Background: an optimization exercise with open tools, aiming at small area, a short achievable clock period and few clock cycles. Do not read the settings as production practice. The RTL was checked by simulation tests, not by an equivalence proof against the original design.

File: flow/design.v
`timescale 1ns / 1ps
module SP(
input clk,
input rstn,
input in_valid,
input [15:0] in_data,
input [2:0] in_mode,
output reg out_valid,
output reg [15:0] out_data
    );
    function [8:0] inv509(input [8:0] a);
        case (a)
            9'd0: inv509 = 9'd0;
            9'd1: inv509 = 9'd1;
            9'd2: inv509 = 9'd255;
            9'd3: inv509 = 9'd170;
            9'd4: inv509 = 9'd382;
            9'd5: inv509 = 9'd102;
            9'd6: inv509 = 9'd85;
            9'd7: inv509 = 9'd291;
            9'd8: inv509 = 9'd191;
            9'd9: inv509 = 9'd396;
            9'd10: inv509 = 9'd51;
            9'd11: inv509 = 9'd324;
            9'd12: inv509 = 9'd297;
            9'd13: inv509 = 9'd235;
            9'd14: inv509 = 9'd400;
            9'd15: inv509 = 9'd34;
            9'd16: inv509 = 9'd350;
            9'd17: inv509 = 9'd30;
            9'd18: inv509 = 9'd198;
            9'd19: inv509 = 9'd134;
            9'd20: inv509 = 9'd280;
            9'd21: inv509 = 9'd97;
            9'd22: inv509 = 9'd162;
            9'd23: inv509 = 9'd332;
            9'd24: inv509 = 9'd403;
            9'd25: inv509 = 9'd224;
            9'd26: inv509 = 9'd372;
            9'd27: inv509 = 9'd132;
            9'd28: inv509 = 9'd200;
            9'd29: inv509 = 9'd158;
            9'd30: inv509 = 9'd17;
            9'd31: inv509 = 9'd312;
            9'd32: inv509 = 9'd175;
            9'd33: inv509 = 9'd108;
            9'd34: inv509 = 9'd15;
            9'd35: inv509 = 9'd160;
            9'd36: inv509 = 9'd99;
            9'd37: inv509 = 9'd454;
            9'd38: inv509 = 9'd67;
            9'd39: inv509 = 9'd248;
            9'd40: inv509 = 9'd140;
            9'd41: inv509 = 9'd149;
            9'd42: inv509 = 9'd303;
            9'd43: inv509 = 9'd438;
            9'd44: inv509 = 9'd81;
            9'd45: inv509 = 9'd181;
            9'd46: inv509 = 9'd166;
            9'd47: inv509 = 9'd65;
            9'd48: inv509 = 9'd456;
            9'd49: inv509 = 9'd187;
            9'd50: inv509 = 9'd112;
            9'd51: inv509 = 9'd10;
            9'd52: inv509 = 9'd186;
            9'd53: inv509 = 9'd461;
            9'd54: inv509 = 9'd66;
            9'd55: inv509 = 9'd472;
            9'd56: inv509 = 9'd100;
            9'd57: inv509 = 9'd384;
            9'd58: inv509 = 9'd79;
            9'd59: inv509 = 9'd440;
            9'd60: inv509 = 9'd263;
            9'd61: inv509 = 9'd242;
            9'd62: inv509 = 9'd156;
            9'd63: inv509 = 9'd202;
            9'd64: inv509 = 9'd342;
            9'd65: inv509 = 9'd47;
            9'd66: inv509 = 9'd54;
            9'd67: inv509 = 9'd38;
            9'd68: inv509 = 9'd262;
            9'd69: inv509 = 9'd450;
            9'd70: inv509 = 9'd80;
            9'd71: inv509 = 9'd466;
            9'd72: inv509 = 9'd304;
            9'd73: inv509 = 9'd258;
            9'd74: inv509 = 9'd227;
            9'd75: inv509 = 9'd414;
            9'd76: inv509 = 9'd288;
            9'd77: inv509 = 9'd119;
            9'd78: inv509 = 9'd124;
            9'd79: inv509 = 9'd58;
            9'd80: inv509 = 9'd70;
            9'd81: inv509 = 9'd44;
            9'd82: inv509 = 9'd329;
            9'd83: inv509 = 9'd92;
            9'd84: inv509 = 9'd406;
            9'd85: inv509 = 9'd6;
            9'd86: inv509 = 9'd219;
            9'd87: inv509 = 9'd392;
            9'd88: inv509 = 9'd295;
            9'd89: inv509 = 9'd326;
            9'd90: inv509 = 9'd345;
            9'd91: inv509 = 9'd179;
            9'd92: inv509 = 9'd83;
            9'd93: inv509 = 9'd104;
            9'd94: inv509 = 9'd287;
            9'd95: inv509 = 9'd434;
            9'd96: inv509 = 9'd228;
            9'd97: inv509 = 9'd21;
            9'd98: inv509 = 9'd348;
            9'd99: inv509 = 9'd36;
            9'd100: inv509 = 9'd56;
            9'd101: inv509 = 9'd126;
            9'd102: inv509 = 9'd5;
            9'd103: inv509 = 9'd425;
            9'd104: inv509 = 9'd93;
            9'd105: inv509 = 9'd223;
            9'd106: inv509 = 9'd485;
            9'd107: inv509 = 9'd333;
            9'd108: inv509 = 9'd33;
            9'd109: inv509 = 9'd495;
            9'd110: inv509 = 9'd236;
            9'd111: inv509 = 9'd321;
            9'd112: inv509 = 9'd50;
            9'd113: inv509 = 9'd500;
            9'd114: inv509 = 9'd192;
            9'd115: inv509 = 9'd270;
            9'd116: inv509 = 9'd294;
            9'd117: inv509 = 9'd422;
            9'd118: inv509 = 9'd220;
            9'd119: inv509 = 9'd77;
            9'd120: inv509 = 9'd386;
            9'd121: inv509 = 9'd122;
            9'd122: inv509 = 9'd121;
            9'd123: inv509 = 9'd389;
            9'd124: inv509 = 9'd78;
            9'd125: inv509 = 9'd452;
            9'd126: inv509 = 9'd101;
            9'd127: inv509 = 9'd505;
            9'd128: inv509 = 9'd171;
            9'd129: inv509 = 9'd146;
            9'd130: inv509 = 9'd278;
            9'd131: inv509 = 9'd136;
            9'd132: inv509 = 9'd27;
            9'd133: inv509 = 9'd310;
            9'd134: inv509 = 9'd19;
            9'd135: inv509 = 9'd230;
            9'd136: inv509 = 9'd131;
            9'd137: inv509 = 9'd483;
            9'd138: inv509 = 9'd225;
            9'd139: inv509 = 9'd260;
            9'd140: inv509 = 9'd40;
            9'd141: inv509 = 9'd361;
            9'd142: inv509 = 9'd233;
            9'd143: inv509 = 9'd299;
            9'd144: inv509 = 9'd152;
            9'd145: inv509 = 9'd337;
            9'd146: inv509 = 9'd129;
            9'd147: inv509 = 9'd232;
            9'd148: inv509 = 9'd368;
            9'd149: inv509 = 9'd41;
            9'd150: inv509 = 9'd207;
            9'd151: inv509 = 9'd209;
            9'd152: inv509 = 9'd144;
            9'd153: inv509 = 9'd173;
            9'd154: inv509 = 9'd314;
            9'd155: inv509 = 9'd266;
            9'd156: inv509 = 9'd62;
            9'd157: inv509 = 9'd308;
            9'd158: inv509 = 9'd29;
            9'd159: inv509 = 9'd493;
            9'd160: inv509 = 9'd35;
            9'd161: inv509 = 9'd411;
            9'd162: inv509 = 9'd22;
            9'd163: inv509 = 9'd178;
            9'd164: inv509 = 9'd419;
            9'd165: inv509 = 9'd327;
            9'd166: inv509 = 9'd46;
            9'd167: inv509 = 9'd445;
            9'd168: inv509 = 9'd203;
            9'd169: inv509 = 9'd253;
            9'd170: inv509 = 9'd3;
            9'd171: inv509 = 9'd128;
            9'd172: inv509 = 9'd364;
            9'd173: inv509 = 9'd153;
            9'd174: inv509 = 9'd196;
            9'd175: inv509 = 9'd32;
            9'd176: inv509 = 9'd402;
            9'd177: inv509 = 9'd486;
            9'd178: inv509 = 9'd163;
            9'd179: inv509 = 9'd91;
            9'd180: inv509 = 9'd427;
            9'd181: inv509 = 9'd45;
            9'd182: inv509 = 9'd344;
            9'd183: inv509 = 9'd420;
            9'd184: inv509 = 9'd296;
            9'd185: inv509 = 9'd498;
            9'd186: inv509 = 9'd52;
            9'd187: inv509 = 9'd49;
            9'd188: inv509 = 9'd398;
            9'd189: inv509 = 9'd237;
            9'd190: inv509 = 9'd217;
            9'd191: inv509 = 9'd8;
            9'd192: inv509 = 9'd114;
            9'd193: inv509 = 9'd240;
            9'd194: inv509 = 9'd265;
            9'd195: inv509 = 9'd355;
            9'd196: inv509 = 9'd174;
            9'd197: inv509 = 9'd478;
            9'd198: inv509 = 9'd18;
            9'd199: inv509 = 9'd376;
            9'd200: inv509 = 9'd28;
            9'd201: inv509 = 9'd352;
            9'd202: inv509 = 9'd63;
            9'd203: inv509 = 9'd168;
            9'd204: inv509 = 9'd257;
            9'd205: inv509 = 9'd437;
            9'd206: inv509 = 9'd467;
            9'd207: inv509 = 9'd150;
            9'd208: inv509 = 9'd301;
            9'd209: inv509 = 9'd151;
            9'd210: inv509 = 9'd366;
            9'd211: inv509 = 9'd234;
            9'd212: inv509 = 9'd497;
            9'd213: inv509 = 9'd325;
            9'd214: inv509 = 9'd421;
            9'd215: inv509 = 9'd393;
            9'd216: inv509 = 9'd271;
            9'd217: inv509 = 9'd190;
            9'd218: inv509 = 9'd502;
            9'd219: inv509 = 9'd86;
            9'd220: inv509 = 9'd118;
            9'd221: inv509 = 9'd433;
            9'd222: inv509 = 9'd415;
            9'd223: inv509 = 9'd105;
            9'd224: inv509 = 9'd25;
            9'd225: inv509 = 9'd138;
            9'd226: inv509 = 9'd250;
            9'd227: inv509 = 9'd74;
            9'd228: inv509 = 9'd96;
            9'd229: inv509 = 9'd489;
            9'd230: inv509 = 9'd135;
            9'd231: inv509 = 9'd379;
            9'd232: inv509 = 9'd147;
            9'd233: inv509 = 9'd142;
            9'd234: inv509 = 9'd211;
            9'd235: inv509 = 9'd13;
            9'd236: inv509 = 9'd110;
            9'd237: inv509 = 9'd189;
            9'd238: inv509 = 9'd293;
            9'd239: inv509 = 9'd394;
            9'd240: inv509 = 9'd193;
            9'd241: inv509 = 9'd245;
            9'd242: inv509 = 9'd61;
            9'd243: inv509 = 9'd354;
            9'd244: inv509 = 9'd315;
            9'd245: inv509 = 9'd241;
            9'd246: inv509 = 9'd449;
            9'd247: inv509 = 9'd441;
            9'd248: inv509 = 9'd39;
            9'd249: inv509 = 9'd370;
            9'd250: inv509 = 9'd226;
            9'd251: inv509 = 9'd436;
            9'd252: inv509 = 9'd305;
            9'd253: inv509 = 9'd169;
            9'd254: inv509 = 9'd507;
            9'd255: inv509 = 9'd2;
            9'd256: inv509 = 9'd340;
            9'd257: inv509 = 9'd204;
            9'd258: inv509 = 9'd73;
            9'd259: inv509 = 9'd283;
            9'd260: inv509 = 9'd139;
            9'd261: inv509 = 9'd470;
            9'd262: inv509 = 9'd68;
            9'd263: inv509 = 9'd60;
            9'd264: inv509 = 9'd268;
            9'd265: inv509 = 9'd194;
            9'd266: inv509 = 9'd155;
            9'd267: inv509 = 9'd448;
            9'd268: inv509 = 9'd264;
            9'd269: inv509 = 9'd316;
            9'd270: inv509 = 9'd115;
            9'd271: inv509 = 9'd216;
            9'd272: inv509 = 9'd320;
            9'd273: inv509 = 9'd399;
            9'd274: inv509 = 9'd496;
            9'd275: inv509 = 9'd298;
            9'd276: inv509 = 9'd367;
            9'd277: inv509 = 9'd362;
            9'd278: inv509 = 9'd130;
            9'd279: inv509 = 9'd374;
            9'd280: inv509 = 9'd20;
            9'd281: inv509 = 9'd413;
            9'd282: inv509 = 9'd435;
            9'd283: inv509 = 9'd259;
            9'd284: inv509 = 9'd371;
            9'd285: inv509 = 9'd484;
            9'd286: inv509 = 9'd404;
            9'd287: inv509 = 9'd94;
            9'd288: inv509 = 9'd76;
            9'd289: inv509 = 9'd391;
            9'd290: inv509 = 9'd423;
            9'd291: inv509 = 9'd7;
            9'd292: inv509 = 9'd319;
            9'd293: inv509 = 9'd238;
            9'd294: inv509 = 9'd116;
            9'd295: inv509 = 9'd88;
            9'd296: inv509 = 9'd184;
            9'd297: inv509 = 9'd12;
            9'd298: inv509 = 9'd275;
            9'd299: inv509 = 9'd143;
            9'd300: inv509 = 9'd358;
            9'd301: inv509 = 9'd208;
            9'd302: inv509 = 9'd359;
            9'd303: inv509 = 9'd42;
            9'd304: inv509 = 9'd72;
            9'd305: inv509 = 9'd252;
            9'd306: inv509 = 9'd341;
            9'd307: inv509 = 9'd446;
            9'd308: inv509 = 9'd157;
            9'd309: inv509 = 9'd481;
            9'd310: inv509 = 9'd133;
            9'd311: inv509 = 9'd491;
            9'd312: inv509 = 9'd31;
            9'd313: inv509 = 9'd335;
            9'd314: inv509 = 9'd154;
            9'd315: inv509 = 9'd244;
            9'd316: inv509 = 9'd269;
            9'd317: inv509 = 9'd395;
            9'd318: inv509 = 9'd501;
            9'd319: inv509 = 9'd292;
            9'd320: inv509 = 9'd272;
            9'd321: inv509 = 9'd111;
            9'd322: inv509 = 9'd460;
            9'd323: inv509 = 9'd457;
            9'd324: inv509 = 9'd11;
            9'd325: inv509 = 9'd213;
            9'd326: inv509 = 9'd89;
            9'd327: inv509 = 9'd165;
            9'd328: inv509 = 9'd464;
            9'd329: inv509 = 9'd82;
            9'd330: inv509 = 9'd418;
            9'd331: inv509 = 9'd346;
            9'd332: inv509 = 9'd23;
            9'd333: inv509 = 9'd107;
            9'd334: inv509 = 9'd477;
            9'd335: inv509 = 9'd313;
            9'd336: inv509 = 9'd356;
            9'd337: inv509 = 9'd145;
            9'd338: inv509 = 9'd381;
            9'd339: inv509 = 9'd506;
            9'd340: inv509 = 9'd256;
            9'd341: inv509 = 9'd306;
            9'd342: inv509 = 9'd64;
            9'd343: inv509 = 9'd463;
            9'd344: inv509 = 9'd182;
            9'd345: inv509 = 9'd90;
            9'd346: inv509 = 9'd331;
            9'd347: inv509 = 9'd487;
            9'd348: inv509 = 9'd98;
            9'd349: inv509 = 9'd474;
            9'd350: inv509 = 9'd16;
            9'd351: inv509 = 9'd480;
            9'd352: inv509 = 9'd201;
            9'd353: inv509 = 9'd447;
            9'd354: inv509 = 9'd243;
            9'd355: inv509 = 9'd195;
            9'd356: inv509 = 9'd336;
            9'd357: inv509 = 9'd365;
            9'd358: inv509 = 9'd300;
            9'd359: inv509 = 9'd302;
            9'd360: inv509 = 9'd468;
            9'd361: inv509 = 9'd141;
            9'd362: inv509 = 9'd277;
            9'd363: inv509 = 9'd380;
            9'd364: inv509 = 9'd172;
            9'd365: inv509 = 9'd357;
            9'd366: inv509 = 9'd210;
            9'd367: inv509 = 9'd276;
            9'd368: inv509 = 9'd148;
            9'd369: inv509 = 9'd469;
            9'd370: inv509 = 9'd249;
            9'd371: inv509 = 9'd284;
            9'd372: inv509 = 9'd26;
            9'd373: inv509 = 9'd378;
            9'd374: inv509 = 9'd279;
            9'd375: inv509 = 9'd490;
            9'd376: inv509 = 9'd199;
            9'd377: inv509 = 9'd482;
            9'd378: inv509 = 9'd373;
            9'd379: inv509 = 9'd231;
            9'd380: inv509 = 9'd363;
            9'd381: inv509 = 9'd338;
            9'd382: inv509 = 9'd4;
            9'd383: inv509 = 9'd408;
            9'd384: inv509 = 9'd57;
            9'd385: inv509 = 9'd431;
            9'd386: inv509 = 9'd120;
            9'd387: inv509 = 9'd388;
            9'd388: inv509 = 9'd387;
            9'd389: inv509 = 9'd123;
            9'd390: inv509 = 9'd432;
            9'd391: inv509 = 9'd289;
            9'd392: inv509 = 9'd87;
            9'd393: inv509 = 9'd215;
            9'd394: inv509 = 9'd239;
            9'd395: inv509 = 9'd317;
            9'd396: inv509 = 9'd9;
            9'd397: inv509 = 9'd459;
            9'd398: inv509 = 9'd188;
            9'd399: inv509 = 9'd273;
            9'd400: inv509 = 9'd14;
            9'd401: inv509 = 9'd476;
            9'd402: inv509 = 9'd176;
            9'd403: inv509 = 9'd24;
            9'd404: inv509 = 9'd286;
            9'd405: inv509 = 9'd416;
            9'd406: inv509 = 9'd84;
            9'd407: inv509 = 9'd504;
            9'd408: inv509 = 9'd383;
            9'd409: inv509 = 9'd453;
            9'd410: inv509 = 9'd473;
            9'd411: inv509 = 9'd161;
            9'd412: inv509 = 9'd488;
            9'd413: inv509 = 9'd281;
            9'd414: inv509 = 9'd75;
            9'd415: inv509 = 9'd222;
            9'd416: inv509 = 9'd405;
            9'd417: inv509 = 9'd426;
            9'd418: inv509 = 9'd330;
            9'd419: inv509 = 9'd164;
            9'd420: inv509 = 9'd183;
            9'd421: inv509 = 9'd214;
            9'd422: inv509 = 9'd117;
            9'd423: inv509 = 9'd290;
            9'd424: inv509 = 9'd503;
            9'd425: inv509 = 9'd103;
            9'd426: inv509 = 9'd417;
            9'd427: inv509 = 9'd180;
            9'd428: inv509 = 9'd465;
            9'd429: inv509 = 9'd439;
            9'd430: inv509 = 9'd451;
            9'd431: inv509 = 9'd385;
            9'd432: inv509 = 9'd390;
            9'd433: inv509 = 9'd221;
            9'd434: inv509 = 9'd95;
            9'd435: inv509 = 9'd282;
            9'd436: inv509 = 9'd251;
            9'd437: inv509 = 9'd205;
            9'd438: inv509 = 9'd43;
            9'd439: inv509 = 9'd429;
            9'd440: inv509 = 9'd59;
            9'd441: inv509 = 9'd247;
            9'd442: inv509 = 9'd471;
            9'd443: inv509 = 9'd455;
            9'd444: inv509 = 9'd462;
            9'd445: inv509 = 9'd167;
            9'd446: inv509 = 9'd307;
            9'd447: inv509 = 9'd353;
            9'd448: inv509 = 9'd267;
            9'd449: inv509 = 9'd246;
            9'd450: inv509 = 9'd69;
            9'd451: inv509 = 9'd430;
            9'd452: inv509 = 9'd125;
            9'd453: inv509 = 9'd409;
            9'd454: inv509 = 9'd37;
            9'd455: inv509 = 9'd443;
            9'd456: inv509 = 9'd48;
            9'd457: inv509 = 9'd323;
            9'd458: inv509 = 9'd499;
            9'd459: inv509 = 9'd397;
            9'd460: inv509 = 9'd322;
            9'd461: inv509 = 9'd53;
            9'd462: inv509 = 9'd444;
            9'd463: inv509 = 9'd343;
            9'd464: inv509 = 9'd328;
            9'd465: inv509 = 9'd428;
            9'd466: inv509 = 9'd71;
            9'd467: inv509 = 9'd206;
            9'd468: inv509 = 9'd360;
            9'd469: inv509 = 9'd369;
            9'd470: inv509 = 9'd261;
            9'd471: inv509 = 9'd442;
            9'd472: inv509 = 9'd55;
            9'd473: inv509 = 9'd410;
            9'd474: inv509 = 9'd349;
            9'd475: inv509 = 9'd494;
            9'd476: inv509 = 9'd401;
            9'd477: inv509 = 9'd334;
            9'd478: inv509 = 9'd197;
            9'd479: inv509 = 9'd492;
            9'd480: inv509 = 9'd351;
            9'd481: inv509 = 9'd309;
            9'd482: inv509 = 9'd377;
            9'd483: inv509 = 9'd137;
            9'd484: inv509 = 9'd285;
            9'd485: inv509 = 9'd106;
            9'd486: inv509 = 9'd177;
            9'd487: inv509 = 9'd347;
            9'd488: inv509 = 9'd412;
            9'd489: inv509 = 9'd229;
            9'd490: inv509 = 9'd375;
            9'd491: inv509 = 9'd311;
            9'd492: inv509 = 9'd479;
            9'd493: inv509 = 9'd159;
            9'd494: inv509 = 9'd475;
            9'd495: inv509 = 9'd109;
            9'd496: inv509 = 9'd274;
            9'd497: inv509 = 9'd212;
            9'd498: inv509 = 9'd185;
            9'd499: inv509 = 9'd458;
            9'd500: inv509 = 9'd113;
            9'd501: inv509 = 9'd318;
            9'd502: inv509 = 9'd218;
            9'd503: inv509 = 9'd424;
            9'd504: inv509 = 9'd407;
            9'd505: inv509 = 9'd127;
            9'd506: inv509 = 9'd339;
            9'd507: inv509 = 9'd254;
            9'd508: inv509 = 9'd508;
            9'd509: inv509 = 9'd0;
            9'd510: inv509 = 9'd0;
            9'd511: inv509 = 9'd0;
            default: inv509 = 9'd0;
        endcase
    endfunction
    function [8:0] red16(input [15:0] x);
        reg [9:0] t;
        begin
            t = x[8:0] + {x[15:9], 1'b0} + x[15:9];
            red16 = (t >= 10'd509) ? t - 10'd509 : t[8:0];
        end
    endfunction
    function [8:0] red11(input [10:0] x);
        reg [9:0] t;
        begin
            t = x[8:0] + {x[10:9], 1'b0} + x[10:9];
            red11 = (t >= 10'd509) ? t - 10'd509 : t[8:0];
        end
    endfunction
    function [8:0] mulmod(input [8:0] x, input [8:0] y);
        reg [17:0] p;
        reg [10:0] t;
        begin
            p = x * y;
            t = p[8:0] + {p[17:9], 1'b0} + p[17:9];
            mulmod = red11(t);
        end
    endfunction
    reg [4:0] ph;
    reg m0, m1, m2;
    reg [8:0] P;
    reg [1:0] z;
    reg [15:0] k0, k1, k2, k3, k4, k5;
    reg [8:0]  s0, s1, s2, s3, s4, s5;
    reg [2:0]  r0, r1, r2, r3, r4, r5;
    wire arr     = (ph >= 5'd3) && (ph <= 5'd8);
    wire proc_a  = (ph >= 5'd4) && (ph <= 5'd9);
    wire first   = (ph == 5'd4);
    wire is_t5   = (ph == 5'd9);
    wire proc_c  = m1 && (ph >= 5'd10) && (ph <= 5'd14);
    wire proc    = proc_a || proc_c;
    wire [8:0] a  = red16(k0);
    wire [8:0] h  = inv509(a);
    wire [8:0] b  = m0 ? h : a;
    wire [8:0] g  = m0 ? a : h;
    wire       bz = (b == 9'd0);
    wire       gz = (k0[8:0] == 9'd0);
    wire [8:0] yc = (z == 2'd0) ? k0[8:0] : ((z == 2'd1) && gz) ? 9'd1 : 9'd0;
    wire [8:0] mx = first ? 9'd1 : P;
    wire [8:0] my = proc_c ? yc : (bz ? 9'd1 : b);
    wire [8:0] mp = mulmod(mx, my);
    wire [8:0] c5 = (z == 2'd0) ? P : 9'd0;
    wire [9:0] ab   = m0 ? (a + h) : {a, 1'b0};
    wire [8:0] cadd = m1 ? (is_t5 ? c5 : 9'd0) : b;
    wire [10:0] sa_sum = ab + cadd;
    wire [10:0] sc_sum = s0 + mp;
    wire [8:0] s_a  = red11(sa_sum);
    wire [8:0] s_c  = red11(sc_sum);
    wire [8:0] ns   = proc_c ? s_c : s_a;
    wire [15:0] nk  = proc_c ? {7'd0, mp} :
                      m1 ? {7'd0, (is_t5 ? c5 : g)} :
                      m0 ? {7'd0, h} : k0;
    wire ins = m2 && (m1 ? ((ph >= 5'd9) && (ph <= 5'd14)) : proc_a);
    wire [2:0] n = m1 ? (ph[2:0] - 3'd1) : (ph[2:0] - 3'd4);    
    wire v1 = (n >= 3'd1), v2 = (n >= 3'd2), v3 = (n >= 3'd3), v4 = (n >= 3'd4), v5 = (n >= 3'd5);
    wire l1 = nk < k1, l2 = nk < k2, l3 = nk < k3, l4 = nk < k4, l5 = nk < k5;
    wire i1 = ins & v1 & l1, i2 = ins & v2 & l2, i3 = ins & v3 & l3, i4 = ins & v4 & l4, i5 = ins & v5 & l5;
    wire [2:0] nr = (v1 & ~l1) + (v2 & ~l2) + (v3 & ~l3) + (v4 & ~l4) + (v5 & ~l5);
    wire [2:0] q0 = ins ? nr : r0;
    wire [15:0] kq0 = ins ? nk : k0;
    wire [2:0] q1 = r1 + i1, q2 = r2 + i2, q3 = r3 + i3, q4 = r4 + i4, q5 = r5 + i5;
    wire win_a = !m1 && (ph >= 5'd9) && (ph <= 5'd14);
    wire win_b = m1 && !m2 && (ph >= 5'd10) && (ph <= 5'd15);
    wire win_c = m1 && m2 && (ph >= 5'd14) && (ph <= 5'd19);
    wire win   = win_a || win_b || win_c;
    wire [2:0] idx = ph[2:0] - (win_a ? 3'd1 : win_b ? 3'd2 : 3'd6);   
    wire [15:0] ksel = ({16{q0 == idx}} & kq0) | ({16{q1 == idx}} & k1) | ({16{q2 == idx}} & k2) |
                       ({16{q3 == idx}} & k3) | ({16{q4 == idx}} & k4) | ({16{q5 == idx}} & k5);
    wire [8:0] dsel = red16(m2 ? ksel : k5);
    wire [8:0] dv   = (m1 && !m2) ? (proc_c ? mp : k0[8:0]) : dsel;
    wire [8:0] sv   = m1 ? (m2 ? s4 : (proc_c ? s_c : s0)) : s5;
    wire [10:0] e_sum = sv + dv;
    wire [8:0] e    = red11(e_sum);
    wire [4:0] last = !m1 ? 5'd14 : !m2 ? 5'd15 : 5'd19;
    always @(posedge clk) begin
        if (!rstn) begin
            ph <= 5'd0;
            out_valid <= 1'b0;
            out_data <= 16'd0;
        end else begin
            if (ph == 5'd0) ph <= in_valid ? 5'd1 : 5'd0;
            else if (ph == last) ph <= 5'd0;
            else ph <= ph + 5'd1;
            out_valid <= win;
            out_data <= win ? {7'd0, e} : 16'd0;
        end
    end
    always @(posedge clk) begin
        if (ph == 5'd0) m0 <= |in_mode;
        if (ph == 5'd1) m1 <= |in_mode;
        if (ph == 5'd2) m2 <= |in_mode;
        if (proc_a) begin
            P <= mp;
            z <= (first ? 2'd0 : z) + ((bz && !(z[1] && !first)) ? 2'd1 : 2'd0);
        end
        k0 <= arr ? in_data : k5;
        k1 <= proc ? nk : k0;
        k2 <= k1; k3 <= k2; k4 <= k3; k5 <= k4;
        s0 <= s5;
        s1 <= proc ? ns : s0;
        s2 <= s1; s3 <= s2; s4 <= s3; s5 <= s4;
        r0 <= q5;
        r1 <= proc ? nr : r0;
        r2 <= q1; r3 <= q2; r4 <= q3; r5 <= q4;
    end
endmodule
File: flow/run.sh
#!/bin/bash
# synth_recipe.tcl (not shown) runs the flow's synth.tcl, then flattens the netlist and writes it again
# the make line also repeats each setting of config.mk as NAME=value (left out here)
make -C /OpenROAD-flow-scripts/flow DESIGN_CONFIG=/design/flow/config.mk WORK_HOME=/design/flow/orfs CLKGATE_MAP_FILE= SYNTH_SCRIPT=/design/flow/synth_recipe.tcl finish
File: flow/config.mk
export PLATFORM = sky130hd
export DESIGN_NAME = SP
export DESIGN_NICKNAME = SP
export VERILOG_FILES = /design/flow/design.v
export SDC_FILE = /design/flow/constraint.sdc
export NUM_CORES = 8
export LEC_CHECK = 0
export ABC_AREA = 1
export CAP_MARGIN = 20
export CORE_MARGIN = 2
export CORE_UTILIZATION = 40
export SLEW_MARGIN = 20
File: flow/constraint.sdc
create_clock -name core_clock -period 115.0 [get_ports {clk}]
set_input_delay 23.0000 -clock core_clock [delete_from_list [all_inputs] [get_ports {clk}]]
set_output_delay 23.0000 -clock core_clock [all_outputs]
set_load 0.01 [all_outputs]
==> summary.txt <==
==> impl_metrics.toml <==
[run_status]
status = "did not finish"
lastStage = "synthesis (1_2_yosys)"
stop_error = "ERROR: TCL interpreter returned an error: Source files actually used in the design:"

[synth]
ys_warn_count = 1
Testbench counts, summed over its fixed seeds: cycles 21,177.
